From an optimization exercise on the open Yosys and OpenROAD flow, aimed at small area, a short achievable clock period and few clock cycles per item; shortcuts taken in it are not production practice. Function was checked by simulation only, so behaviour that the tests miss may differ from the original. Power is estimated from default activity; no workload was simulated.

**constraint.sdc**
```tcl
create_clock -name core_clock -period 10.0 [get_ports {clk}]
set_input_delay 2.0000 -clock core_clock [delete_from_list [all_inputs] [get_ports {clk}]]
set_output_delay 2.0000 -clock core_clock [all_outputs]
set_load 0.01 [all_outputs]
```
**config.mk**
```make
export PLATFORM = sky130hd
export DESIGN_NAME = mips_arith
export DESIGN_NICKNAME = mips_arith
export VERILOG_FILES = /design/flow/design.v
export SDC_FILE = /design/flow/constraint.sdc
export NUM_CORES = 4
export LEC_CHECK = 0
export ABC_AREA = 1
export CAP_MARGIN = 20
export CORE_MARGIN = 2
export CORE_UTILIZATION = 55
export SLEW_MARGIN = 20
```
**design.v**
```verilog
module bk_add #(parameter int W = 32)
               (input  logic [W-1:0] x,
                input  logic [W-1:0] y,
                input  logic         ci,
                output logic [W-1:0] s,
                output logic         co);
localparam int L = (W <= 2) ? 1 : (W <= 4) ? 2 : (W <= 8) ? 3 : (W <= 16) ? 4 : (W <= 32) ? 5 : 6;
logic [W-1:0] p, g, pp, gg;
always_comb begin
	p  = x ^ y;
	g  = x & y;
	pp = p;
	gg = g;
	gg[0] = g[0] | (p[0] & ci);
	for (int lv = 0; lv < L; lv++) begin
		for (int i = 0; i < W; i++) begin
			if ((i % (2 << lv)) == (2 << lv) - 1) begin
				gg[i] = gg[i] | (pp[i] & gg[i - (1 << lv)]);
				pp[i] = pp[i] & pp[i - (1 << lv)];
			end
		end
	end
	for (int lv = L - 2; lv >= 0; lv--) begin
		for (int i = 0; i < W; i++) begin
			if ((i >= 3 * (1 << lv) - 1) && (((i - (3 * (1 << lv) - 1)) % (2 << lv)) == 0)) begin
				gg[i] = gg[i] | (pp[i] & gg[i - (1 << lv)]);
				pp[i] = pp[i] & pp[i - (1 << lv)];
			end
		end
	end
	s  = p ^ {gg[W-2:0], ci};
	co = gg[W-1];
end
endmodule
module booth_enc (input  logic [15:0] b,
                  output logic [7:0]  neg,
                  output logic [7:0]  one,
                  output logic [7:0]  two);
wire [16:0] bx = {b, 1'b0};
genvar j;
for (j = 0; j < 8; j++) begin : g
	assign neg[j] = bx[2*j+2];
	assign one[j] = bx[2*j+1] ^ bx[2*j];
	assign two[j] = (bx[2*j+2] & ~bx[2*j+1] & ~bx[2*j]) | (~bx[2*j+2] & bx[2*j+1] & bx[2*j]);
end
endmodule
module int_mult (input  logic [15:0] a,
                 input  logic [7:0]  neg,
                 input  logic [7:0]  one,
                 input  logic [7:0]  two,
                 output logic [31:0] s,
                 output logic [31:0] c);
wire [16:0] ax = {a[15], a};
wire [16:0] a2 = {a, 1'b0};
wire neg0 = neg[0];
wire one0 = one[0];
wire two0 = two[0];
wire [16:0] w0 = (({17{one0}} & ax) | ({17{two0}} & a2)) ^ {17{neg0}};
wire neg1 = neg[1];
wire one1 = one[1];
wire two1 = two[1];
wire [16:0] w1 = (({17{one1}} & ax) | ({17{two1}} & a2)) ^ {17{neg1}};
wire neg2 = neg[2];
wire one2 = one[2];
wire two2 = two[2];
wire [16:0] w2 = (({17{one2}} & ax) | ({17{two2}} & a2)) ^ {17{neg2}};
wire neg3 = neg[3];
wire one3 = one[3];
wire two3 = two[3];
wire [16:0] w3 = (({17{one3}} & ax) | ({17{two3}} & a2)) ^ {17{neg3}};
wire neg4 = neg[4];
wire one4 = one[4];
wire two4 = two[4];
wire [16:0] w4 = (({17{one4}} & ax) | ({17{two4}} & a2)) ^ {17{neg4}};
wire neg5 = neg[5];
wire one5 = one[5];
wire two5 = two[5];
wire [16:0] w5 = (({17{one5}} & ax) | ({17{two5}} & a2)) ^ {17{neg5}};
wire neg6 = neg[6];
wire one6 = one[6];
wire two6 = two[6];
wire [16:0] w6 = (({17{one6}} & ax) | ({17{two6}} & a2)) ^ {17{neg6}};
wire neg7 = neg[7];
wire one7 = one[7];
wire two7 = two[7];
wire [16:0] w7 = (({17{one7}} & ax) | ({17{two7}} & a2)) ^ {17{neg7}};
wire s1 = w0[10] ^ w1[8];
wire k2 = w0[10] & w1[8];
wire s3 = w0[11] ^ w1[9];
wire k4 = w0[11] & w1[9];
wire s5 = w0[12] ^ w1[10] ^ w2[8];
wire k6 = (w0[12] & w1[10]) | (w0[12] & w2[8]) | (w1[10] & w2[8]);
wire s7 = w3[6] ^ w4[4];
wire k8 = w3[6] & w4[4];
wire s9 = w0[13] ^ w1[11] ^ w2[9];
wire k10 = (w0[13] & w1[11]) | (w0[13] & w2[9]) | (w1[11] & w2[9]);
wire s11 = w3[7] ^ w4[5];
wire k12 = w3[7] & w4[5];
wire s13 = w0[14] ^ w1[12] ^ w2[10];
wire k14 = (w0[14] & w1[12]) | (w0[14] & w2[10]) | (w1[12] & w2[10]);
wire s15 = w3[8] ^ w4[6] ^ w5[4];
wire k16 = (w3[8] & w4[6]) | (w3[8] & w5[4]) | (w4[6] & w5[4]);
wire s17 = w6[2] ^ w7[0];
wire k18 = w6[2] & w7[0];
wire s19 = w0[15] ^ w1[13] ^ w2[11];
wire k20 = (w0[15] & w1[13]) | (w0[15] & w2[11]) | (w1[13] & w2[11]);
wire s21 = w3[9] ^ w4[7] ^ w5[5];
wire k22 = (w3[9] & w4[7]) | (w3[9] & w5[5]) | (w4[7] & w5[5]);
wire s23 = w6[3] ^ w7[1];
wire k24 = w6[3] & w7[1];
wire s25 = ~w0[16] ^ w1[14] ^ w2[12];
wire k26 = (~w0[16] & w1[14]) | (~w0[16] & w2[12]) | (w1[14] & w2[12]);
wire s27 = w3[10] ^ w4[8] ^ w5[6];
wire k28 = (w3[10] & w4[8]) | (w3[10] & w5[6]) | (w4[8] & w5[6]);
wire s29 = w6[4] ^ w7[2] ^ 1'b1;
wire k30 = (w6[4] & w7[2]) | (w6[4] & 1'b1) | (w7[2] & 1'b1);
wire s31 = w1[15] ^ w2[13] ^ w3[11];
wire k32 = (w1[15] & w2[13]) | (w1[15] & w3[11]) | (w2[13] & w3[11]);
wire s33 = w4[9] ^ w5[7] ^ w6[5];
wire k34 = (w4[9] & w5[7]) | (w4[9] & w6[5]) | (w5[7] & w6[5]);
wire s35 = w7[3] ^ 1'b1;
wire k36 = w7[3] & 1'b1;
wire s37 = ~w1[16] ^ w2[14] ^ w3[12];
wire k38 = (~w1[16] & w2[14]) | (~w1[16] & w3[12]) | (w2[14] & w3[12]);
wire s39 = w4[10] ^ w5[8] ^ w6[6];
wire k40 = (w4[10] & w5[8]) | (w4[10] & w6[6]) | (w5[8] & w6[6]);
wire s41 = w2[15] ^ w3[13] ^ w4[11];
wire k42 = (w2[15] & w3[13]) | (w2[15] & w4[11]) | (w3[13] & w4[11]);
wire s43 = w5[9] ^ w6[7];
wire k44 = w5[9] & w6[7];
wire s45 = ~w2[16] ^ w3[14] ^ w4[12];
wire k46 = (~w2[16] & w3[14]) | (~w2[16] & w4[12]) | (w3[14] & w4[12]);
wire s47 = w3[15] ^ w4[13];
wire k48 = w3[15] & w4[13];
wire s49 = w0[6] ^ w1[4];
wire k50 = w0[6] & w1[4];
wire s51 = w0[7] ^ w1[5];
wire k52 = w0[7] & w1[5];
wire s53 = w0[8] ^ w1[6] ^ w2[4];
wire k54 = (w0[8] & w1[6]) | (w0[8] & w2[4]) | (w1[6] & w2[4]);
wire s55 = w3[2] ^ w4[0];
wire k56 = w3[2] & w4[0];
wire s57 = w0[9] ^ w1[7] ^ w2[5];
wire k58 = (w0[9] & w1[7]) | (w0[9] & w2[5]) | (w1[7] & w2[5]);
wire s59 = w3[3] ^ w4[1];
wire k60 = w3[3] & w4[1];
wire s61 = s1 ^ w2[6] ^ w3[4];
wire k62 = (s1 & w2[6]) | (s1 & w3[4]) | (w2[6] & w3[4]);
wire s63 = w4[2] ^ w5[0] ^ neg5;
wire k64 = (w4[2] & w5[0]) | (w4[2] & neg5) | (w5[0] & neg5);
wire s65 = k2 ^ s3 ^ w2[7];
wire k66 = (k2 & s3) | (k2 & w2[7]) | (s3 & w2[7]);
wire s67 = w3[5] ^ w4[3] ^ w5[1];
wire k68 = (w3[5] & w4[3]) | (w3[5] & w5[1]) | (w4[3] & w5[1]);
wire s69 = k4 ^ s5 ^ s7;
wire k70 = (k4 & s5) | (k4 & s7) | (s5 & s7);
wire s71 = w5[2] ^ w6[0] ^ neg6;
wire k72 = (w5[2] & w6[0]) | (w5[2] & neg6) | (w6[0] & neg6);
wire s73 = k6 ^ k8 ^ s9;
wire k74 = (k6 & k8) | (k6 & s9) | (k8 & s9);
wire s75 = s11 ^ w5[3] ^ w6[1];
wire k76 = (s11 & w5[3]) | (s11 & w6[1]) | (w5[3] & w6[1]);
wire s77 = k10 ^ k12 ^ s13;
wire k78 = (k10 & k12) | (k10 & s13) | (k12 & s13);
wire s79 = s15 ^ s17 ^ neg7;
wire k80 = (s15 & s17) | (s15 & neg7) | (s17 & neg7);
wire s81 = k14 ^ k16 ^ k18;
wire k82 = (k14 & k16) | (k14 & k18) | (k16 & k18);
wire s83 = s19 ^ s21 ^ s23;
wire k84 = (s19 & s21) | (s19 & s23) | (s21 & s23);
wire s85 = k20 ^ k22 ^ k24;
wire k86 = (k20 & k22) | (k20 & k24) | (k22 & k24);
wire s87 = s25 ^ s27 ^ s29;
wire k88 = (s25 & s27) | (s25 & s29) | (s27 & s29);
wire s89 = k26 ^ k28 ^ k30;
wire k90 = (k26 & k28) | (k26 & k30) | (k28 & k30);
wire s91 = s31 ^ s33 ^ s35;
wire k92 = (s31 & s33) | (s31 & s35) | (s33 & s35);
wire s93 = k32 ^ k34 ^ k36;
wire k94 = (k32 & k34) | (k32 & k36) | (k34 & k36);
wire s95 = s37 ^ s39 ^ w7[4];
wire k96 = (s37 & s39) | (s37 & w7[4]) | (s39 & w7[4]);
wire s97 = k38 ^ k40 ^ s41;
wire k98 = (k38 & k40) | (k38 & s41) | (k40 & s41);
wire s99 = s43 ^ w7[5] ^ 1'b1;
wire k100 = (s43 & w7[5]) | (s43 & 1'b1) | (w7[5] & 1'b1);
wire s101 = k42 ^ k44 ^ s45;
wire k102 = (k42 & k44) | (k42 & s45) | (k44 & s45);
wire s103 = w5[10] ^ w6[8] ^ w7[6];
wire k104 = (w5[10] & w6[8]) | (w5[10] & w7[6]) | (w6[8] & w7[6]);
wire s105 = k46 ^ s47 ^ w5[11];
wire k106 = (k46 & s47) | (k46 & w5[11]) | (s47 & w5[11]);
wire s107 = w6[9] ^ w7[7] ^ 1'b1;
wire k108 = (w6[9] & w7[7]) | (w6[9] & 1'b1) | (w7[7] & 1'b1);
wire s109 = k48 ^ ~w3[16] ^ w4[14];
wire k110 = (k48 & ~w3[16]) | (k48 & w4[14]) | (~w3[16] & w4[14]);
wire s111 = w5[12] ^ w6[10] ^ w7[8];
wire k112 = (w5[12] & w6[10]) | (w5[12] & w7[8]) | (w6[10] & w7[8]);
wire s113 = w4[15] ^ w5[13] ^ w6[11];
wire k114 = (w4[15] & w5[13]) | (w4[15] & w6[11]) | (w5[13] & w6[11]);
wire s115 = w7[9] ^ 1'b1;
wire k116 = w7[9] & 1'b1;
wire s117 = ~w4[16] ^ w5[14] ^ w6[12];
wire k118 = (~w4[16] & w5[14]) | (~w4[16] & w6[12]) | (w5[14] & w6[12]);
wire s119 = w5[15] ^ w6[13];
wire k120 = w5[15] & w6[13];
wire s121 = w0[4] ^ w1[2];
wire k122 = w0[4] & w1[2];
wire s123 = w0[5] ^ w1[3];
wire k124 = w0[5] & w1[3];
wire s125 = s49 ^ w2[2] ^ w3[0];
wire k126 = (s49 & w2[2]) | (s49 & w3[0]) | (w2[2] & w3[0]);
wire s127 = k50 ^ s51 ^ w2[3];
wire k128 = (k50 & s51) | (k50 & w2[3]) | (s51 & w2[3]);
wire s129 = k52 ^ s53 ^ s55;
wire k130 = (k52 & s53) | (k52 & s55) | (s53 & s55);
wire s131 = k54 ^ k56 ^ s57;
wire k132 = (k54 & k56) | (k54 & s57) | (k56 & s57);
wire s133 = k58 ^ k60 ^ s61;
wire k134 = (k58 & k60) | (k58 & s61) | (k60 & s61);
wire s135 = k62 ^ k64 ^ s65;
wire k136 = (k62 & k64) | (k62 & s65) | (k64 & s65);
wire s137 = k66 ^ k68 ^ s69;
wire k138 = (k66 & k68) | (k66 & s69) | (k68 & s69);
wire s139 = k70 ^ k72 ^ s73;
wire k140 = (k70 & k72) | (k70 & s73) | (k72 & s73);
wire s141 = k74 ^ k76 ^ s77;
wire k142 = (k74 & k76) | (k74 & s77) | (k76 & s77);
wire s143 = k78 ^ k80 ^ s81;
wire k144 = (k78 & k80) | (k78 & s81) | (k80 & s81);
wire s145 = k82 ^ k84 ^ s85;
wire k146 = (k82 & k84) | (k82 & s85) | (k84 & s85);
wire s147 = k86 ^ k88 ^ s89;
wire k148 = (k86 & k88) | (k86 & s89) | (k88 & s89);
wire s149 = k90 ^ k92 ^ s93;
wire k150 = (k90 & k92) | (k90 & s93) | (k92 & s93);
wire s151 = k94 ^ k96 ^ s97;
wire k152 = (k94 & k96) | (k94 & s97) | (k96 & s97);
wire s153 = k98 ^ k100 ^ s101;
wire k154 = (k98 & k100) | (k98 & s101) | (k100 & s101);
wire s155 = k102 ^ k104 ^ s105;
wire k156 = (k102 & k104) | (k102 & s105) | (k104 & s105);
wire s157 = k106 ^ k108 ^ s109;
wire k158 = (k106 & k108) | (k106 & s109) | (k108 & s109);
wire s159 = k110 ^ k112 ^ s113;
wire k160 = (k110 & k112) | (k110 & s113) | (k112 & s113);
wire s161 = k114 ^ k116 ^ s117;
wire k162 = (k114 & k116) | (k114 & s117) | (k116 & s117);
wire s163 = k118 ^ s119 ^ w7[11];
wire k164 = (k118 & s119) | (k118 & w7[11]) | (s119 & w7[11]);
wire s165 = k120 ^ ~w5[16] ^ w6[14];
wire k166 = (k120 & ~w5[16]) | (k120 & w6[14]) | (~w5[16] & w6[14]);
wire s167 = w6[15] ^ w7[13];
wire k168 = w6[15] & w7[13];
wire s169 = w0[2] ^ w1[0];
wire k170 = w0[2] & w1[0];
wire s171 = w0[3] ^ w1[1];
wire k172 = w0[3] & w1[1];
wire s173 = s121 ^ w2[0] ^ neg2;
wire k174 = (s121 & w2[0]) | (s121 & neg2) | (w2[0] & neg2);
wire s175 = k122 ^ s123 ^ w2[1];
wire k176 = (k122 & s123) | (k122 & w2[1]) | (s123 & w2[1]);
wire s177 = k124 ^ s125 ^ neg3;
wire k178 = (k124 & s125) | (k124 & neg3) | (s125 & neg3);
wire s179 = k126 ^ s127 ^ w3[1];
wire k180 = (k126 & s127) | (k126 & w3[1]) | (s127 & w3[1]);
wire s181 = k128 ^ s129 ^ neg4;
wire k182 = (k128 & s129) | (k128 & neg4) | (s129 & neg4);
wire s183 = k130 ^ s131 ^ s59;
wire k184 = (k130 & s131) | (k130 & s59) | (s131 & s59);
wire s185 = k132 ^ s133 ^ s63;
wire k186 = (k132 & s133) | (k132 & s63) | (s133 & s63);
wire s187 = k134 ^ s135 ^ s67;
wire k188 = (k134 & s135) | (k134 & s67) | (s135 & s67);
wire s189 = k136 ^ s137 ^ s71;
wire k190 = (k136 & s137) | (k136 & s71) | (s137 & s71);
wire s191 = k138 ^ s139 ^ s75;
wire k192 = (k138 & s139) | (k138 & s75) | (s139 & s75);
wire s193 = k140 ^ s141 ^ s79;
wire k194 = (k140 & s141) | (k140 & s79) | (s141 & s79);
wire s195 = k142 ^ s143 ^ s83;
wire k196 = (k142 & s143) | (k142 & s83) | (s143 & s83);
wire s197 = k144 ^ s145 ^ s87;
wire k198 = (k144 & s145) | (k144 & s87) | (s145 & s87);
wire s199 = k146 ^ s147 ^ s91;
wire k200 = (k146 & s147) | (k146 & s91) | (s147 & s91);
wire s201 = k148 ^ s149 ^ s95;
wire k202 = (k148 & s149) | (k148 & s95) | (s149 & s95);
wire s203 = k150 ^ s151 ^ s99;
wire k204 = (k150 & s151) | (k150 & s99) | (s151 & s99);
wire s205 = k152 ^ s153 ^ s103;
wire k206 = (k152 & s153) | (k152 & s103) | (s153 & s103);
wire s207 = k154 ^ s155 ^ s107;
wire k208 = (k154 & s155) | (k154 & s107) | (s155 & s107);
wire s209 = k156 ^ s157 ^ s111;
wire k210 = (k156 & s157) | (k156 & s111) | (s157 & s111);
wire s211 = k158 ^ s159 ^ s115;
wire k212 = (k158 & s159) | (k158 & s115) | (s159 & s115);
wire s213 = k160 ^ s161 ^ w7[10];
wire k214 = (k160 & s161) | (k160 & w7[10]) | (s161 & w7[10]);
wire s215 = k162 ^ s163 ^ 1'b1;
wire k216 = (k162 & s163) | (k162 & 1'b1) | (s163 & 1'b1);
wire s217 = k164 ^ s165 ^ w7[12];
wire k218 = (k164 & s165) | (k164 & w7[12]) | (s165 & w7[12]);
wire s219 = k166 ^ s167 ^ 1'b1;
wire k220 = (k166 & s167) | (k166 & 1'b1) | (s167 & 1'b1);
wire s221 = k168 ^ ~w6[16] ^ w7[14];
wire k222 = (k168 & ~w6[16]) | (k168 & w7[14]) | (~w6[16] & w7[14]);
wire s223 = w7[15] ^ 1'b1;
wire k224 = w7[15] & 1'b1;
assign s = {1'b1, k224, k222, k220, k218, k216, k214, k212, k210, k208, k206, k204, k202, k200, k198, k196, k194, k192, k190, k188, k186, k184, k182, k180, k178, k176, k174, k172, k170, s169, w0[1], w0[0]};
assign c = {1'b0, ~w7[16], s223, s221, s219, s217, s215, s213, s211, s209, s207, s205, s203, s201, s199, s197, s195, s193, s191, s189, s187, s185, s183, s181, s179, s177, s175, s173, s171, neg1, 1'b0, neg0};
endmodule
module mips_arith (input  logic        clk,
                   input  logic        reset,
                   input  logic        start,
                   input  logic [3:0]  op,
                   input  logic [31:0] a,
                   input  logic [31:0] b,
                   output logic        ready,
                   output logic        done,
                   output logic [31:0] result,
                   output logic [31:0] result2);
localparam logic [2:0] K_INC = 3'd0, K_MUL = 3'd1, K_FADD = 3'd2, K_FCMP = 3'd3, K_DIV = 3'd4;
localparam logic [1:0] D_NONE = 2'd0, D_LOAD = 2'd1, D_STEP = 2'd2, D_FIN = 2'd3;
logic        rdy, v1;
logic [3:0]  op1;
logic [31:0] a1, b1;
assign ready = rdy;
logic [7:0]  bone_n, btwo_n, bone1, btwo1;
booth_enc benc(.b(b[15:0]), .neg(), .one(bone_n), .two(btwo_n));
logic [7:0]  dab_n, dba_n, ad_n, ad1;
logic        gt_n, gt1, eq1;
assign dab_n = a[30:23] - b[30:23];
assign dba_n = b[30:23] - a[30:23];
assign gt_n  = dab_n[7];
assign ad_n  = gt_n ? dba_n : dab_n;
logic [31:0] na, nb;
logic [5:0]  lza, lzb;
logic [5:0]  lza1, lzb1;
logic        pa, pb, pa1, pb1, dz_n, dz1;
assign na = a ^ {32{a[31]}};
assign nb = b ^ {32{b[31]}};
always_comb begin
	lza = 6'd32;
	for (int i = 0; i < 32; i++) if (na[i]) lza = 6'(31 - i);
	lzb = 6'd32;
	for (int i = 0; i < 32; i++) if (nb[i]) lzb = 6'(31 - i);
end
assign pa        = a[31] & ((na[31:1] & ~na[30:0]) == 31'b0);
assign pb        = b[31] & ((nb[31:1] & ~nb[30:0]) == 31'b0);
assign dz_n      = (b == 32'b0);
logic        v2;
logic [2:0]  k2;
logic [1:0]  dph;
logic [31:0] m_a, m_b;
logic [7:0]  m_c;
logic        f0, f1, f2, f3, m_ci;
logic [1:0]  d3h;
logic        is_div1;
logic [2:0]  k1;
assign is_div1 = (op1 == 4'd5);
always_comb begin
	case (op1)
		4'd4:       k1 = K_MUL;
		4'd5:       k1 = K_DIV;
		4'd6, 4'd7: k1 = K_FADD;
		4'd8:       k1 = K_FCMP;
		default:    k1 = K_INC;    
	endcase
end
logic [31:0] alu, alu_as;
bk_add #(32) alu_add(.x(a1), .y(b1 ^ {32{op1[1]}}), .ci(op1[1]), .s(alu_as), .co());
always_comb begin
	case (op1[1:0])
		2'b01:   alu = a1 & b1;
		2'b10:   alu = ~a1;
		default: alu = alu_as;
	endcase
end
logic [7:0]  ea, eb, ad, sh_amt;
logic        greater, isadd, isround, sh_a;
logic [30:0] sh_in, sh_out;
logic [23:0] unsh, fx, fy;
assign ea      = a1[30:23];
assign eb      = b1[30:23];
assign greater = gt1;
assign ad      = ad1;
assign isadd   = (op1[3:1] == 3'b011);
assign isround = (op1 == 4'd9);
assign sh_a    = isadd ? greater : ~greater;
assign sh_in   = {isadd | isround, (sh_a | isround) ? a1[22:0] : b1[22:0], 7'b0};
assign sh_amt  = isround ? {3'b0, 5'd29 - a1[27:23]} : ad;
assign sh_out  = sh_in >> sh_amt;
assign unsh    = {isadd, sh_a ? b1[22:0] : a1[22:0]};
assign fx      = sh_a ? sh_out[30:7] : unsh;
assign fy      = sh_a ? unsh : sh_out[30:7];
logic fsub1;
assign fsub1   = ~isadd | (a1[31] ^ b1[31] ^ op1[0]);
logic [7:0]  re;
logic [31:0] rint, rj;
logic        rcin, r_norm, r_sat, r_m1;
assign re     = a1[30:23];
assign rint   = {1'b0, sh_out};
assign r_norm = (re >= 8'd127) && (re <= 8'd157);
assign r_sat  = (re >= 8'd158) && (re <= 8'd254);
assign r_m1   = (re == 8'd126);
always_comb begin
	if (r_norm)     rj = rint ^ {32{a1[31]}};
	else if (r_sat) rj = a1[31] ? 32'h80000000 : 32'h7fffffff;
	else if (r_m1)  rj = a1[31] ? 32'hffffffff : 32'h00000001;
	else            rj = 32'h0;
end
assign rcin = r_norm & (a1[22] ^ a1[31]);
logic [31:0] ms, mc;
int_mult multiply(.a(a1[15:0]), .neg({b1[15], b1[13], b1[11], b1[9], b1[7], b1[5], b1[3], b1[1]}),
                  .one(bone1), .two(btwo1), .s(ms), .c(mc));
logic [31:0] dn, dd;
logic [6:0]  sdiff;
logic        dsingle;
bk_add #(32) dn_add(.x(a1 ^ {32{a1[31]}}), .y(32'b0), .ci(a1[31]), .s(dn), .co());
bk_add #(32) dd_add(.x(b1 ^ {32{b1[31]}}), .y(32'b0), .ci(b1[31]), .s(dd), .co());
assign sdiff   = {1'b0, lzb1} - {6'b0, pb1} - {1'b0, lza1} + {6'b0, pa1};
assign dsingle = dz1 | sdiff[6] | (sdiff == 7'd0);
logic [31:0] ssum;
bk_add #(32) s_add(.x(m_a), .y(m_b), .ci(m_ci), .s(ssum), .co());
logic        dsub, dq, dlast;
logic [31:0] dsum;
assign dsub = ~((dph == D_FIN) & ~f1);
assign {dq, dsum} = {1'b0, m_a} + {1'b0, m_b ^ {32{dsub}}} + {32'b0, dsub};
assign dlast = (m_c[4:0] == 5'd0);
logic [33:0] dtb, dtc, dl3_load;
logic [31:0] dl_load;
logic        dq1, dq0;
assign dtb      = {2'b0, m_a} - {1'b0, m_b, 1'b0};
assign dtc      = {2'b0, m_a} - {d3h, result2};
assign dq1      = ~dtb[33];
assign dq0      = dq1 ? ~dtc[33] : dq;
assign dl_load  = m_b << {m_c[4:1], 1'b0};
bk_add #(34) d3_add(.x({2'b0, dl_load}), .y({1'b0, dl_load, 1'b0}), .ci(1'b0), .s(dl3_load), .co());
logic [31:0] qf, quo, ds, dsd, rem;
assign qf  = f2 ? {31'h7fffffff, ~m_a[31]} : result;
bk_add #(32) q_add(.x(qf ^ {32{f0}}), .y(32'b0), .ci(f0), .s(quo), .co());
assign ds  = {m_a[30], m_a[30:0]};
assign dsd = {dsum[31] ^ m_a[31] ^ m_a[30], dsum[30:0]};
always_comb begin
	if (f1) rem = m_a[30] ? ds : ((m_a[30:0] == 31'b0) ? 32'b0 : dsd);
	else    rem = m_a[30] ? dsd : ds;
end
logic [24:0] fdyx, fres;
logic        fd22, feff, fsign, fzero, fxy_eq;
logic [31:0] fadd_out;
logic [1:0]  fcmp_out;
logic [24:0] fxy;
bk_add #(25) f_add(.x(m_a[24:0]), .y(m_b[24:0]), .ci(1'b0), .s(fxy), .co());
assign fdyx   = ~fxy;
assign fd22   = ssum[22];
assign fxy_eq = &(m_a[23:0] ^ m_b[23:0]);
assign feff   = f0 ^ f1;
assign fres   = (feff & fd22) ? fdyx : ssum[24:0];
assign fsign  = feff ? (f0 ^ fd22) : f0;
assign fzero  = feff ? fxy_eq : ((m_a[23:0] == 24'b0) && (m_b[23:0] == 24'b0));
always_comb begin
	if (fzero && f2)  fadd_out = 32'b0;
	else if (fres[24]) fadd_out = {fsign, m_c + 8'd1, fres[23:1]};
	else               fadd_out = {fsign, m_c, fres[22:0]};
end
always_comb begin
	case ({f0, f1})
		2'b00:   fcmp_out = fxy_eq ? 2'b00 : (fd22 ? 2'b11 : 2'b01);
		2'b01:   fcmp_out = 2'b01;
		2'b10:   fcmp_out = 2'b11;
		default: fcmp_out = fxy_eq ? 2'b00 : (fd22 ? 2'b01 : 2'b11);
	endcase
end
logic [31:0] res_n;
always_comb begin
	case (k2)
		K_MUL:   res_n = ssum;
		K_FADD:  res_n = fadd_out;
		K_FCMP:  res_n = {30'b0, fcmp_out};
		K_DIV: begin
			case (dph)
				D_LOAD:  res_n = {31'b0, f3 & dq};
				D_STEP:  res_n = {result[29:0], dq1, dq0};
				default: res_n = quo;
			endcase
		end
		default: res_n = ssum;
	endcase
end
logic mid_free;
assign mid_free = (dph == D_NONE) || (dph == D_FIN);
always_ff @(posedge clk) begin
	op1 <= op;
	a1  <= a;
	b1  <= b;
	bone1    <= bone_n;
	btwo1    <= btwo_n;
	ad1      <= ad_n;
	gt1      <= gt_n;
	eq1      <= (dab_n == 8'd0);
	lza1     <= lza;
	lzb1     <= lzb;
	pa1      <= pa;
	pb1      <= pb;
	dz1      <= dz_n;
	result  <= res_n;
	if ((k2 == K_DIV) & (dph == D_LOAD)) {d3h, result2} <= dl3_load;
	else if ((k2 == K_DIV) & (dph == D_STEP)) {d3h, result2} <= {2'b0, d3h, result2[31:2]};
	else result2 <= rem;
	if (reset) begin
		rdy  <= 1'b1;
		v1   <= 1'b0;
		v2   <= 1'b0;
		dph  <= D_NONE;
		done <= 1'b0;
	end
	else begin
		v1   <= start & rdy;
		done <= v2 & ((k2 != K_DIV) | (dph == D_FIN));
		rdy  <= ~(start & rdy & (op == 4'd5)) & ~(v1 & is_div1 & ~dsingle) &
		        ~((dph == D_LOAD) & ~f3 & (m_c[4:1] != 4'd0)) &
		        ~((dph == D_STEP) & (m_c[4:1] != 4'd0));
		if (mid_free) begin
			v2  <= v1;
			dph <= (v1 & is_div1) ? D_LOAD : D_NONE;
		end
		else if (dph == D_LOAD) dph <= f3 ? D_FIN : D_STEP;
		else if (dlast) dph <= D_FIN;
	end
	if (mid_free) begin
		k2 <= k1;
		case (k1)
			K_MUL: begin
				m_a <= ms;
				m_b <= mc;
				m_ci <= 1'b0;
			end
			K_FADD, K_FCMP: begin
				m_a <= {8'b0, fx};
				m_b <= {8'b0, fy} ^ {32{fsub1}};
				m_ci <= fsub1;
				m_c <= greater ? eb : ea;
				f0  <= a1[31];
				f1  <= b1[31] ^ (isadd & op1[0]);
				f2  <= eq1;
			end
			K_DIV: begin
				m_a <= dn;
				m_b <= dd;
				m_c <= {3'b0, sdiff[4:0]};
				f0  <= a1[31] ^ b1[31];
				f1  <= a1[31];
				f2  <= dz1;
				f3  <= dsingle;
			end
			default: begin
				m_a <= (op1 == 4'd9) ? rj : alu;
				m_b <= 32'b0;
				m_ci <= (op1 == 4'd9) & rcin;
			end
		endcase
	end
	else if (dph == D_LOAD) begin
		if (f3) m_a <= dsum;
		else begin
			m_b <= dl_load;
			m_c <= {4'b0, m_c[4:1]};
		end
	end
	else if (dlast) m_a <= dq1 ? dtc[31:0] : dsum;
	else begin
		if (dq1) m_a <= dq0 ? dtc[31:0] : dtb[31:0];
		else if (dq0) m_a <= dsum;
		m_b <= m_b >> 2;
		m_c <= m_c - 8'd1;
	end
end
endmodule
```
**standard.sh**
```bash
#!/bin/bash
# synth_recipe.tcl (not shown) runs the flow's synth.tcl, then flattens the netlist and writes it again
# the make line also repeats each setting of config.mk as NAME=value (left out here)
make -C /OpenROAD-flow-scripts/flow DESIGN_CONFIG=/design/flow/config.mk WORK_HOME=/design/flow/orfs CLKGATE_MAP_FILE= SYNTH_SCRIPT=/design/flow/synth_recipe.tcl "${@:-finish}"
```
**flow/run.sh**
```bash
#!/bin/bash
set -euo pipefail
bash standard.sh SETUP_SLACK_MARGIN=5.5 finish > standard.log 2>&1
```
==> results of run 1 <==
power groups by stage:
stage / logic (uW) / clock network, uW / registers, uW
global placement: 7330 / 0 / 1820
finish: 8740 / 1360 / 1730
CTS: 7830 / 1350 / 1730
floorplan: 4530 / 0 / 1650
detailed placement: 7330 / 0 / 1810
global route: 9140 / 1390 / 1730
layout make-up:
cell class	instances	area, um^2	area share
Inverter	644	2600	0.0598
Clock inverter	19	188	0.00431
Multi-Input combinational cell	4282	28600	0.657
Tap cell	873	1090	0.0251
Antenna cell	10	25.0	0.000575
Timing Repair Buffer	404	3890	0.0895
Clock buffer	44	1020	0.0236
Timing Repair inverter	5	32.5	0.000748
Sequential cell	260	6070	0.139
state kept, by name (all words and copies together), names as in the netlist, 6 cells and up:
register and count:
bone1 8, a1 32, result2 32, ad1 8, m_a 32, lzb1 6, m_c 8, lza1 6
btwo1 8, result 32, b1 31, m_b 32
how the worst min path moves through the flow:
stage	start	end	slack (ns)
2_1_floorplan	v1$_SDFF_PP0_	v2$_SDFFE_PP0N_	0.45
3_5_place_dp	rdy$_SDFF_PP1_	v1$_SDFF_PP0_	0.45
4_1_cts	rdy$_SDFF_PP1_	v1$_SDFF_PP0_	0.46
3_3_place_gp	rdy$_SDFF_PP1_	v1$_SDFF_PP0_	0.45
5_1_grt	rdy$_SDFF_PP1_	v1$_SDFF_PP0_	0.49
6_report	rdy$_SDFF_PP1_	v1$_SDFF_PP0_	0.47
critical path, delay by kind of cell, from the launching register on:
kind	cells	cell delay, ns
adder cells (fa/ha/maj)	2	0.82
buffers and inverters	4	0.62
AND/OR/NAND/NOR	10	1.37
flip-flops	1	0.42
AO/OA/AOI/OAI	6	1.22
stage by stage:
step	instances	hold WS [ns]
2_1_floorplan	5449	0.445
3_3_place_gp	6263	0.446
3_5_place_dp	6264	0.452
4_1_cts	6421	0.461
5_1_grt	6532	0.490
6_report	6541	0.473
cells by family after synthesis:
family / count (synthesis) / share of synthesized area
multiplexers: 13 / 0.00353
AND/OR/NAND/NOR: 1942 / 0.218
AO/OA/AOI/OAI: 1335 / 0.212
XOR/XNOR: 535 / 0.126
adder cells (fa/ha/maj): 452 / 0.183
flip-flops: 260 / 0.162
buffers and inverters: 912 / 0.0948
timing repair:
item / CTS / global route
gates cloned: 10 / 10
buffers inserted: 84 / 100
endpoints found under the hold margin: 0 / 0
gates resized for setup: 207 / 164
pin swaps: 22 / 57
endpoints found under the setup margin: 166 / 126
cell usage in the layout, fill, tap and decap left out, drive strengths merged, types with 51 or more instances in the layout:
master / synthesis / layout
xnor2: 197 / 197
o211ai: 117 / 117
ha: 301 / 301
nand2: 1196 / 1196
nand3: 241 / 243
buf: 99 / 259
nor3: 59 / 59
o221ai: 51 / 51
edfxtp: 82 / 82
inv: 618 / 606
o22ai: 152 / 152
nor2: 322 / 322
clkdlybuf4s50: 0 / 132
xor2: 338 / 338
nand4: 53 / 53
fa: 151 / 151
o21ai: 515 / 518
a21oi: 317 / 317
dfxtp: 178 / 178
layer usage:
metal	share of wire	up-vias
met3	0.13	1117
li1	-	18769
met2	0.42	3508
met5	0.00044	-
met4	0.11	6
met1	0.34	20010
==> flow_metrics.env, run 1 <==
export IMPL_cts_sinks=260
export IMPL_globalRouteOverflowTotal=0
export IMPL_dr_pass1_iters=9
export IMPL_rows=95
export IMPL_yosys_warnings=4
export IMPL_critPathSlowestCell="o21ai_2"
export IMPL_place_hpwl_um=134000
export IMPL_timing_fmax_mhz=216
export IMPL_slowest_delay_ns=0.45
export IMPL_fin_worst_skew_ns=0.0462
export IMPL_crit_path_cell_trace="buf_12, buf_12, clkbuf_16, nand2_1, o21ai_2, or2_2, o21ai_4, inv_1, o21ai_2, nor2_2, ha_1, nand3_1, nand2_2, nand4_1, o21ai_2, nand3_2, nor2_2, nor2_4, o21ai_2, fa_2, nand2_1, o21ai_0"
export IMPL_synth_edf_count=82
export IMPL_critPathLaunchType="flip-flop"
export IMPL_rsz0062_at_grt="yes"
export IMPL_core_area_um2=67000
export IMPL_placed_area_um2=39200
export IMPL_use_met3=0.147
export IMPL_grt_use_met2=0.752
export IMPL_startpoint="m_c[1]$_DFFE_PP_"
export IMPL_vias=43410
export IMPL_start_util=0.555
export IMPL_min_path_cells=2
export IMPL_arrival_ns=5.06
export IMPL_tns_ns=0
export IMPL_drive_gt1_frac=0.110
export IMPL_port_buffers=136
export IMPL_synthArstFlopShare=0
export IMPL_yosys_area_top_type="nand2_1"
export IMPL_cp_data_required_time_ns=10.44
export IMPL_slew_headroom=0.219
export IMPL_synth_area_leaders="nand2_1 (12%), ha_1 (10%), dfxtp_1 (9.6%)"
export IMPL_sw_frac_of_total=0.563
export IMPL_vdd_drop_max_mv=0.271
export IMPL_netlist_instances=5449
export IMPL_fillCellCount=6017
export IMPL_clockPowerShare=0.115
export IMPL_grt_pass1_vias=39536
export IMPL_synth_top_cells_by_count="nand2_1 (1190), inv_1 (607), o21ai_0 (464), xor2_1 (338), nor2_1 (317)"
export IMPL_use_met1=0.580
export IMPL_crit_fanout=16
export IMPL_max_cap_violations=0
export IMPL_finalPower_uw=11800
export IMPL_reg2reg_slack_ns=5.38
export IMPL_drv_slew=0
export IMPL_die_area_um2=69700
export IMPL_ys_ff_latch=260
export IMPL_via_per_inst=6.64
export IMPL_tritoncts="done"
export IMPL_pre_cts_slack_ns=3.79
export IMPL_yosys_cell_types_count=71
export IMPL_die_x_um=264
export IMPL_syn_avg_cell_area_um2=6.82
export IMPL_crit_path_end="result2[30]$_DFF_P_"
export IMPL_busiest_layer="met2"
export IMPL_path_class="reg -> reg"
export IMPL_power_leakage_uw=0.0199
export IMPL_cts_buffers=35
export IMPL_drcViolationCount=0
export IMPL_grt_pass1_wl_um=258000
export IMPL_final_util=0.649
export IMPL_tightest_slew_ns=1.17
export IMPL_clk_latency_ns=0.61
export IMPL_hold_viol=0
export IMPL_finalCriticalPeriod_ns=4.62
export IMPL_crit_path_end_kind="flip-flop"
export IMPL_switchingPower_uw=6670
export IMPL_worst_path_most_repeated_cell="o21ai_2"
export IMPL_p_comb_frac=0.738
export IMPL_grtUsageTotal=0.497
export IMPL_cts_hold_buf=0
export IMPL_stdcell_area_um2=43500
export IMPL_reg2reg_to="result2[30]$_DFF_P_"
export IMPL_min_path_type="reg -> reg"
export IMPL_grt_max_degree=71
export IMPL_reg2regPathDepth=22
export IMPL_place_gp_congestion=1.13
export IMPL_finalSetupViolCount=0
export IMPL_ant_nets=0
export IMPL_synth_area_um2=37200
export IMPL_root_buffer="clkbuf_16"
export IMPL_fin_crit_sh=0.462
export IMPL_wl_per_cell_um=28.0
export IMPL_reg2reg_from="m_c[1]$_DFFE_PP_"
export IMPL_htreeDepth=2
export IMPL_cts_path_max_buffers=3
export IMPL_drt_iter0_markers=6572
export IMPL_outcome="no timing/DRC/antenna violations"
export IMPL_powerDensity_nw_per_um2=272
export IMPL_drt_wl_total_um=183000
export IMPL_fin_ws_ns=5.38
export IMPL_antenna_found_initial=12
export IMPL_area_delta_synth_final_pct=17.0
export IMPL_internal_power_uw=5170
export IMPL_ys_seq_area_frac=0.162
export IMPL_io_pins=137
export IMPL_synth_most_common_cell="nand2_1"
export IMPL_die_h_um=264
export IMPL_synth_top_area_frac=0.120
export IMPL_nNetsFinal=6155
export IMPL_syn_nets=5972
export IMPL_clk_pin_slew_ns=0.06
export IMPL_synthFlopType="dfxtp_1"
export IMPL_p_seq_frac=0.146
Testbench counts, summed over its fixed seeds: cycles 11,227, ops 8,000.
==> run 2: changes to the inputs <==
==> flow/run.sh (replaced) <==
#!/bin/bash
set -euo pipefail
bash standard.sh SETUP_SLACK_MARGIN=5.7 finish > standard.log 2>&1
--- a/config.mk
+++ b/config.mk
@@ -9,4 +9,4 @@
 export CAP_MARGIN = 20
 export CORE_MARGIN = 2
-export CORE_UTILIZATION = 55
+export CORE_UTILIZATION = 40
 export SLEW_MARGIN = 20
==> flow_metrics.env, run 2 <==
export IMPL_hold_viol=0
export IMPL_final_util=0.483
export IMPL_placed_area_um2=39600
export IMPL_layout_commonest_cell="nand2_1"
export IMPL_synth_top_cells_by_count="nand2_1 (1190), inv_1 (607), o21ai_0 (464), xor2_1 (338), nor2_1 (317)"
export IMPL_wl_per_cell_um=25.6
export IMPL_place_gp_congestion=1.07
export IMPL_ys_seq_area_frac=0.162
export IMPL_synthArstFlopShare=0
export IMPL_grtUsageTotal=0.357
export IMPL_yosys_warnings=4
export IMPL_max_cap_violations=0
export IMPL_tritoncts="done"
export IMPL_synth_top_area_frac=0.120
export IMPL_finalPower_uw=11900
export IMPL_syn_nets=5972
export IMPL_yosys_area_top_type="nand2_1"
export IMPL_synthFlopType="dfxtp_1"
export IMPL_min_path_cells=2
export IMPL_drive_gt1_frac=0.121
export IMPL_synth_area_um2=37200
export IMPL_yosys_cell_types_count=71
export IMPL_finalCriticalPeriod_ns=4.34
export IMPL_hold_start="rdy$_SDFF_PP1_"
export IMPL_whs_endpoint="v1$_SDFF_PP0_"
export IMPL_root_buffer="clkbuf_16"
export IMPL_drt_iter0_markers=4783
export IMPL_die_x_um=309
export IMPL_reg2reg_from="a1[3]$_DFF_P_"
export IMPL_synth_area_leaders="nand2_1 (12%), ha_1 (10%), dfxtp_1 (9.6%)"
export IMPL_tns_ns=0
export IMPL_die_h_um=309
export IMPL_synth_edf_count=82
export IMPL_grt_max_degree=71
export IMPL_drcViolationCount=0
export IMPL_cts_sinks=260
export IMPL_vdd_drop_max_mv=0.148
export IMPL_ys_ff_latch=260
export IMPL_area_delta_synth_final_pct=19.5
export IMPL_synth_most_common_cell="nand2_1"
export IMPL_powerDensity_nw_per_um2=267
export IMPL_port_buffers=136
export IMPL_vias=41599
export IMPL_clk_pin_slew_ns=0.06
export IMPL_outcome="no timing/DRC/antenna violations"
export IMPL_cp_data_required_time_ns=10.43
export IMPL_netlist_instances=5449
export IMPL_stdcell_area_um2=44400
export IMPL_antenna_found_initial=8
export IMPL_start_util=0.404
export IMPL_rsz0062_at_grt="yes"
export IMPL_timing_fmax_mhz=230
export IMPL_grt_pass1_vias=38923
export IMPL_nNetsFinal=6200
export IMPL_syn_avg_cell_area_um2=6.82
export IMPL_cts_path_max_buffers=3
export IMPL_reg2reg_to="m_b[15]$_DFFE_PP_"
export IMPL_htreeDepth=2
export IMPL_tightest_slew_ns=1.16
export IMPL_drt_wl_total_um=178000
export IMPL_finalSetupViolCount=0
export IMPL_die_area_um2=95400
export IMPL_min_path_type="reg -> reg"
export IMPL_place_hpwl_um=134000
export IMPL_critPathLaunchType="flip-flop"
export IMPL_power_leakage_uw=0.0201
export IMPL_arrival_ns=4.77
export IMPL_slew_headroom=0.225
export IMPL_reg2reg_slack_ns=5.66
export IMPL_fin_worst_skew_ns=0.0424
export IMPL_path_class="reg -> reg"
export IMPL_crit_path_end_kind="flip-flop"
export IMPL_clk_latency_ns=0.60
export IMPL_dr_pass1_iters=6
export IMPL_cts_buffers=36
export IMPL_via_per_inst=5.99
export IMPL_grt_pass1_wl_um=253000
export IMPL_drv_slew=0
export IMPL_final_cell_mix="nand2_1 (1167), inv_1 (574), o21ai_0 (416)"
export IMPL_core_area_um2=91900
export IMPL_globalRouteOverflowTotal=0
export IMPL_rows=111
export IMPL_ant_nets=0
export IMPL_fin_crit_sh=0.434
export IMPL_reg2regPathDepth=13
export IMPL_hold_ws_ns=0.451
export IMPL_crit_fanout=18
export IMPL_io_pins=137
run 2: worst max-delay path by stage:
stage | from | to | slack (ns) | cells after the start
final | a1[3]$_DFF_P_ | m_b[15]$_DFFE_PP_ | 5.66 | 13
after global routing | m_c[4]$_DFFE_PP_ | result2[29]$_DFF_P_ | 5.60 | 20
after CTS | m_c[1]$_DFFE_PP_ | result2[30]$_DFF_P_ | 5.69 | 29
after detailed placement | f1$_DFFE_PP_ | m_a[24]$_DFFE_PP_ | 3.86 | 22
after global placement | op1[1]$_DFF_P_ | m_a[1]$_DFFE_PP_ | 3.90 | 15
after floorplan | op1[1]$_DFF_P_ | m_a[31]$_DFFE_PP_ | 5.73 | 25
run 2: repair_timing:
action | in CTS | in global routing
pin swaps | 47 | 80
gates cloned | 15 | 10
gates resized for setup | 236 | 201
setup endpoints to repair | 173 | 138
hold buffers | 0 | 0
setup buffers | 94 | 134
run 2: layer usage:
layer / track usage / vias to the layer above / share of wire
met5: 0 / - / 0.00052
met4: 0.230 / 14 / 0.078
met3: 0.0753 / 645 / 0.098
met2: 0.567 / 2421 / 0.44
met1: 0.437 / 19682 / 0.38
li1: - / 18837 / -
run 2: where the power goes:
part | internal, uW | switching (uW)
logic | 3090 | 5700
clock network | 740 | 567
registers | 1370 | 396
total | 5190 | 6660
run 2: metrics by stage:
step / setup WS (ns) / instances
6_report: 5.66 / 6946
5_1_grt: 5.60 / 6945
4_1_cts: 5.69 / 6801
3_5_place_dp: 3.86 / 6629
3_3_place_gp: 3.90 / 6627
2_1_floorplan: 5.73 / 5449
run 2: critical path, cell delays in order (launching register included):
cell	delay, ns
dfxtp_1	0.62
clkinv_4	0.29
o22ai_1	0.22
xor2_1	0.12
fa_1	0.46
fa_1	0.51
inv_1	0.05
fa_1	0.53
inv_1	0.05
fa_1	0.48
o21ai_0	0.33
o21bai_1	0.23
nand2_1	0.14
o211ai_1	0.13
run 2: kinds of logic (layout without fill, tap and decap cells):
kind of cell / count (synthesis) / after routing / synth area share
AND/OR/NAND/NOR: 1942 / 1945 / 0.218
AO/OA/AOI/OAI: 1335 / 1338 / 0.212
buffers and inverters: 912 / 1159 / 0.0948
XOR/XNOR: 535 / 535 / 0.126
adder cells (fa/ha/maj): 452 / 452 / 0.183
flip-flops: 260 / 260 / 0.162
multiplexers: 13 / 13 / 0.00353
other: 0 / 1 / 0
run 2: area by class of cell:
cell class                      count  area [um^2]
Tap cell                         1243         1560
Clock inverter                     19          135
Timing Repair inverter              9         63.8
Clock buffer                       44         1000
Inverter                          644         2630
Sequential cell                   260         6060
Multi-Input combinational cell   4283        28800
Antenna cell                        1         2.50
Fill cell                        9395        47500
Timing Repair Buffer              443         4230
==> run 3: changes to the inputs <==
==> flow/run.sh (replaced) <==
#!/bin/bash
set -euo pipefail
bash standard.sh SETUP_SLACK_MARGIN=5.85 finish > standard.log 2>&1
==> flow_metrics.env, run 3 <==
export IMPL_core_area_um2=91900
export IMPL_grt_pass1_wl_um=260000
export IMPL_grt_pass1_vias=38911
export IMPL_fin_crit_sh=0.435
export IMPL_nNetsFinal=6317
export IMPL_clk_latency_ns=0.61
export IMPL_finalCriticalPeriod_ns=4.35
export IMPL_p_comb_frac=0.741
export IMPL_vias=41971
export IMPL_synth_most_common_cell="nand2_1"
export IMPL_vdd_drop_max_mv=0.187
export IMPL_critPathLaunchType="flip-flop"
export IMPL_wl_per_cell_um=26.1
export IMPL_layout_commonest_cell="nand2_1"
export IMPL_finalPower_uw=12500
export IMPL_internal_power_uw=5580
export IMPL_finalSetupViolCount=0
export IMPL_ys_ff_latch=260
export IMPL_netlist_instances=5449
export IMPL_max_cap_violations=0
export IMPL_slew_headroom=0.323
export IMPL_stdcell_area_um2=46600
export IMPL_synthArstFlopShare=0
export IMPL_syn_avg_cell_area_um2=6.82
export IMPL_synthFlopType="dfxtp_1"
export IMPL_final_cell_mix="nand2_1 (1146), inv_1 (563), o21ai_0 (395)"
export IMPL_min_path_cells=2
export IMPL_arrival_ns=4.89
export IMPL_timing_fmax_mhz=230
export IMPL_start_util=0.404
export IMPL_yosys_warnings=4
export IMPL_drt_wl_total_um=185000
export IMPL_cp_data_required_time_ns=10.54
export IMPL_min_path_type="reg -> reg"
export IMPL_synth_edf_count=82
export IMPL_grtUsageTotal=0.368
export IMPL_fillCellCount=9324
export IMPL_synth_area_um2=37200
export IMPL_tritoncts="done"
export IMPL_p_seq_frac=0.142
export IMPL_area_delta_synth_final_pct=25.4
export IMPL_drv_slew=0
export IMPL_synth_top_area_frac=0.120
export IMPL_drive_gt1_frac=0.161
export IMPL_reg2regPathDepth=22
export IMPL_cts_path_max_buffers=3
export IMPL_place_gp_congestion=1.08
export IMPL_synth_area_leaders="nand2_1 (12%), ha_1 (10%), dfxtp_1 (9.6%)"
export IMPL_die_h_um=309
export IMPL_clockPowerShare=0.117
export IMPL_die_area_um2=95400
export IMPL_drcViolationCount=0
export IMPL_root_buffer="clkbuf_16"
export IMPL_power_leakage_uw=0.0210
export IMPL_placed_area_um2=39600
export IMPL_powerDensity_nw_per_um2=269
export IMPL_rows=111
export IMPL_yosys_cell_types_count=71
export IMPL_outcome="no timing/DRC/antenna violations"
export IMPL_dr_pass1_iters=7
export IMPL_hold_ws_ns=0.463
export IMPL_htreeDepth=2
export IMPL_ant_nets=0
export IMPL_synth_top_cells_by_count="nand2_1 (1190), inv_1 (607), o21ai_0 (464), xor2_1 (338), nor2_1 (317)"
export IMPL_cts_sinks=260
export IMPL_tightest_slew_ns=1.01
export IMPL_port_buffers=136
export IMPL_place_hpwl_um=136000
export IMPL_io_pins=137
export IMPL_via_per_inst=5.94
export IMPL_rsz0062_at_grt="yes"
export IMPL_sw_frac_of_total=0.555
export IMPL_die_x_um=309
export IMPL_clk_pin_slew_ns=0.06
export IMPL_seq_area_um2=6100
export IMPL_hold_viol=0
export IMPL_path_class="reg -> reg"
export IMPL_yosys_area_top_type="nand2_1"
export IMPL_grt_max_degree=71
export IMPL_switchingPower_uw=6960
export IMPL_antenna_found_initial=6
export IMPL_cts_buffers=38
export IMPL_fin_worst_skew_ns=0.0505
export IMPL_drt_iter0_markers=4571
export IMPL_multiInputGateArea_um2=29400
export IMPL_ys_seq_area_frac=0.162
export IMPL_syn_nets=5972
export IMPL_crit_path_end_kind="flip-flop"
export IMPL_globalRouteOverflowTotal=0
export IMPL_tns_ns=0
export IMPL_crit_fanout=8
-- run 3: cell counts after synthesis --
Identical to the previous run, type by type.
-- run 3: through the flow --
step	setup slack (ns)	utilization	std cells
final	5.65	0.507	7069
after global routing	5.51	0.507	7066
after CTS	5.56	0.477	6891
after detailed placement	3.54	0.431	6624
after global placement	3.67	0.430	6623
after floorplan	5.86	-	5449
-- run 3: kinds of logic after synthesis --
family                     count (synthesis)  share of synthesized area
adders and majority gates                452                      0.183
and+or+nand+nor                         1942                      0.218
xor gates and xnor gates                 535                      0.126
buffers and inverters                    912                     0.0948
DFF                                      260                      0.162
AOI/OAI and AO/OA                       1335                      0.212
muxes                                     13                    0.00353
-- run 3: cell type report --
class,count,share of cell area
inverters,644,0.0595
flip-flops and latches,260,0.131
clock buffers,56,0.0250
repair buffers,557,0.115
clock inverters,13,0.00357
repair inverters,8,0.00126
well taps,1243,0.0334
multi-input cells,4285,0.631
diodes,3,0.000161
-- run 3: final timing paths --
path / startpoint / end / slack, ns
worst max-delay path: m_c[1]$_DFFE_PP_ / result2[28]$_DFF_P_ / 5.65
worst max register to register: m_c[1]$_DFFE_PP_ / result2[28]$_DFF_P_ / 5.65
worst min register to register: rdy$_SDFF_PP1_ / v1$_SDFF_PP0_ / 0.46
worst min-delay path: rdy$_SDFF_PP1_ / v1$_SDFF_PP0_ / 0.46
-- run 3: timing repair --
action,4_1_cts,5_1_grt
gates cloned,20,11
gates resized for setup,336,316
setup buffers,178,164
endpoints found under the setup margin,177,150
endpoints found under the hold margin,0,0
pin swaps,70,130
hold buffers,0,0
-- run 3: worst max-delay path: stages, from the launching register on --
cell	delay, ns
edfxtp_1	0.45
buf_6	0.19
buf_12	0.14
clkbuf_16	0.17
o21ai_4	0.19
mux2i_1	0.12
buf_4	0.14
buf_4	0.13
o311ai_4	0.39
ha_1	0.30
nand2_1	0.08
nor2_1	0.05
a211oi_2	0.26
o21ai_1	0.13
a311oi_2	0.30
o21ai_2	0.12
nand3_2	0.12
nor2_4	0.04
nor2_4	0.20
inv_2	0.06
fa_2	0.55
nand2_1	0.05
o21ai_0	0.08
-- run 3: power groups by stage --
stage | Combinational, uW | Sequential (uW) | Clock [uW]
floorplan | 4540 | 1650 | 0
global placement | 7640 | 1820 | 0
detailed placement | 7580 | 1820 | 0
CTS | 8230 | 1770 | 1480
global route | 9810 | 1790 | 1510
finish | 9290 | 1780 | 1470
-- run 3: routing by layer --
layer | routed length [um] | track usage
met1 | 69600 | 0.451
met3 | 17200 | 0.0662
met5 | 54 | 0
met4 | 16200 | 0.249
met2 | 81600 | 0.590

-- what the ideal ports hide --
No port has a modelled driver above. Below, the same layouts with a new extraction and two added sets of constraints. Step 1, drivers: a clkbuf_16 drives clk and a buf_2 each remaining input, both assumed. Step 2 adds t to the input delays and takes it off the output delays; t is the mean of the earliest and latest rising clock arrival at the registers after step 1. Input paths then give back, and output paths get back, about the clock's delay inside the block. Three values: ideal ports, drivers, drivers and shift; two values: the first two.
run | t (ns) | slack for setup (ns) | worst slew at a driven data input, ns
run 1 | 0.657 | 5.380 / 5.380 / 5.197 | 0.08
run 2 | 0.648 | 5.661 / 5.661 / 5.377 | 0.05
run 3 | 0.659 | 5.651 / 5.651 / 5.484 | 0.17
After both steps setup and hold are still met in every run listed. For run 2, which loses most, drivers alone change the setup slack by 0.000 ns; drivers and shift together by -0.284 ns.
